Background: an optimization exercise with open tools, aiming at small area and few clock cycles per item. Do not read the settings as production practice. Function was checked by simulation only, so behaviour that the tests miss may differ from the original. Power is estimated from default activity; no workload was simulated.

==> flow/design.v <==
module SpiFlash
	(
		input logic			iClk,
		input logic			iRst,
		input logic			iWr,
		input logic 		iRd,
		input logic [31:0]	iAddr,
		input logic [7:0] 	iDataIn,
		output logic [7:0]	oDataOut,
		output logic 		oDone,
		output	logic 		oSpiCs,
		output	logic		oSpiClk,
		output	logic		oSpiMosi,
		input	logic		iSpiMiso
	);
	localparam int N = 33;
	logic [3:0]   rPh;
	logic [5:0]   rBit;
	logic         rCs;       
	logic         rBusy;     
	logic         rMosi;
	logic [N-1:0] rRing;
	logic [N-1:0] wLoad;
	wire  [31:0]  wPay = {iAddr[23:0], iDataIn};
	always_comb begin
		wLoad = '0;
		wLoad[27] = iRd;
		for (int q = 0; q < 32; q++)
			wLoad[(8*q + 2) % N] = wPay[31-q];
	end
	wire wFall  = rPh[3] & ~rPh[2];                 
	wire wLatch = ~rPh[3] & ~rPh[0];                
	wire wCapt  = rBit[5] & ~rPh[3] & rPh[2];       
	wire wEnd   = (&rBit) & rPh[3] & rPh[0];        
	wire wStart = ~rBusy & (iRd | iWr);             
	always_ff @(posedge iClk or posedge iRst) begin
		if (iRst) begin
			rCs   <= 1'b1;
			rBusy <= 1'b0;
		end else begin
			rCs   <= rCs ? ~wStart : wEnd;
			rBusy <= ~rCs | wStart;
		end
	end
	wire wCmdLow = ~rBit[5] & ~(&rBit[4:0]);        
	wire wCmd6   = ~rBit[5] & (&rBit[4:1]) & ~rBit[0];
	always_ff @(posedge iClk) begin
		rPh  <= rCs ? 4'b1111 : {rPh[2:0], ~rPh[3]};
		rBit <= rCs ? 6'd23 : rBit + {5'd0, wFall};
		rRing <= ~((wLoad | {N{rBusy}}) & ({rRing[0], rRing[N-1:1]} | {N{rCs}}));
		if (rBusy & wCapt)
			rRing[29] <= ~iSpiMiso;
		if (wLatch)
			rMosi <= wCmdLow ? wCmd6 : ~rRing[0];
	end
	assign oSpiMosi = rMosi;
	assign oSpiClk  = rPh[3] | rCs;
	assign oSpiCs   = rCs;
	assign oDone    = rCs & rBusy;
	assign oDataOut = {rRing[5], rRing[13], rRing[21], rRing[29],
	                   rRing[4], rRing[12], rRing[20], rRing[28]};
endmodule
==> flow/config.mk <==
export PLATFORM = sky130hd
export DESIGN_NAME = SpiFlash
export DESIGN_NICKNAME = SpiFlash
export VERILOG_FILES = /design/flow/design.v
export SDC_FILE = /design/flow/constraint.sdc
export NUM_CORES = 4
export LEC_CHECK = 0
export CAP_MARGIN = 5
export CORE_AREA = 2.5 2.5 59.5 59.5
export DIE_AREA = 0 0 62 62
export GPL_TIMING_DRIVEN = 0
export SLEW_MARGIN = 5
==> flow/constraint.sdc <==
create_clock -name core_clock -period 10.0 [get_ports {iClk}]
set_input_delay 2.0000 -clock core_clock [delete_from_list [all_inputs] [get_ports {iClk}]]
set_output_delay 2.0000 -clock core_clock [all_outputs]
set_load 0.01 [all_outputs]
standard.sh (not shown) runs the stock make flow with config.mk's settings and CLKGATE_MAP_FILE= SYNTH_SCRIPT=/design/flow/synth_recipe.tcl, a recipe that flattens the netlist after the stock synthesis.
==> flow/flow/run.sh <==
#!/bin/bash
# Standard synthesis, then the standard ORFS layout with two changes:
# the port buffers are the smallest buffer cell, and CTS adds no dummy loads.
set -euo pipefail
bash standard.sh synth > synth.log 2>&1
bash standard.sh \
  "BUFFER_PORTS_ARGS=-buffer_cell sky130_fd_sc_hd__buf_1" \
  "CTS_ARGS=-sink_clustering_enable -repair_clock_nets -dont_use_dummy_load" \
  finish > layout.log 2>&1
Testbench counts at the start, summed over its fixed seeds: cycles 155,028, items 480.
Then changed:
CAP_MARGIN = 20   (was 5)
GPL_TIMING_DRIVEN = default   (was 0)
SLEW_MARGIN = 20   (was 5)
First-iteration DRC count went down by 52%.
Non-clock buffer count went down by 16.
Cell count went down by 7.0%.
Global-route usage went down by 2.2 points.
Total power went down by 5.4%.
Then changed:
CORE_AREA = 2.2 2.2 57.8 57.8   (was 2.5 2.5 59.5 59.5)
DIE_AREA = 0 0 60 60   (was 0 0 62 62)
Outcome: The changed run went through all stages and came out clean; clock skew barely changes; power barely changes; maximum frequency is about the same; clock power rose by about 1%; design area drops by 0.83%; sequential cell count is unchanged; final cell count drops by 5.2%; via count increases by 0.85%; setup slack gains 0.0038 ns.
Then changed:
CAP_MARGIN = 10   (was 20)
CORE_AREA = 2.5 2.5 59.5 59.5   (was 2.2 2.2 57.8 57.8)
DIE_AREA = 0 0 62 62   (was 0 0 60 60)
SLEW_MARGIN = 10   (was 20)
Outcome: Final area went up slightly. Non-clock buffer count does not change. Synthesized area is unchanged. Clock skew stays flat. Register-to-register slack barely changes. Clock-buffer cell count is unchanged. Die area went up by a few percent. Clock power went down slightly. Setup slack degrades by 0.0038 ns. Hold slack degrades by 0.0095 ns.
Then changed:
CAP_MARGIN = 20   (was 10)
CORE_AREA = 2.5 2.5 65.5 65.5   (was 2.5 2.5 59.5 59.5)
DIE_AREA = 0 0 68 68   (was 0 0 62 62)
SLEW_MARGIN = 20   (was 10)
=> The changed run passed the timing, DRC and antenna checks; via count goes up by 2.0%; setup slack improves by 0.025 ns; cell area goes up by 2.3%; hold slack gets worse by 0.0054 ns; final cell count rises by 2.8%; wire length rises by 5.8%.
Then changed:
CORE_AREA = 2.5 2.5 59.5 59.5   (was 2.5 2.5 65.5 65.5)
DIE_AREA = 0 0 62 62   (was 0 0 68 68)
GPL_TIMING_DRIVEN = 0   (was default)
After rerunning:
- The changed run ran to the end with no violations
- setup slack gains 0.33 ns
- worst hold slack gains 0.015 ns
- total power climbs slightly
- design area climbs by a few percent
- clock power drops by about a fifth
- die area drops by about a fifth
- final cell count climbs by a few percent
- global-route usage climbs by 4.5 points
- synthesized cell count is unchanged
- routed wire length climbs by a few percent

re-timing with driven ports:
In the flow no input, the clock included, has a driving cell. The finished layouts below were timed again as built, in two steps. Step 1 assumes that a clkbuf_16 drives the clock port and a buf_2 every other input. Step 2, shift: input delay + t, output delay - t, t = (earliest + latest rising clock arrival at the registers) / 2. This alone moves slack from input paths to output paths. Slacks: ideal ports / drivers / drivers and shift; pairs: ideal ports / drivers.
| run | t, ns | setup WS [ns] | clock arrival spread, ns |
|---|---|---|---|
| the first run | 0.366 | 6.604 / 6.582 / 6.948 | 0.011 / 0.010 |
| the second run | 0.355 | 6.245 / 6.223 / 6.578 | 0.020 / 0.020 |
| the third run | 0.354 | 6.249 / 6.227 / 6.581 | 0.019 / 0.018 |
| the fourth run | 0.355 | 6.245 / 6.223 / 6.578 | 0.020 / 0.020 |
| the fifth run | 0.302 | 6.269 / 6.245 / 6.548 | 0.013 / 0.013 |
| the sixth run | 0.366 | 6.604 / 6.582 / 6.948 | 0.011 / 0.010 |
After both steps every run listed still meets setup and hold.
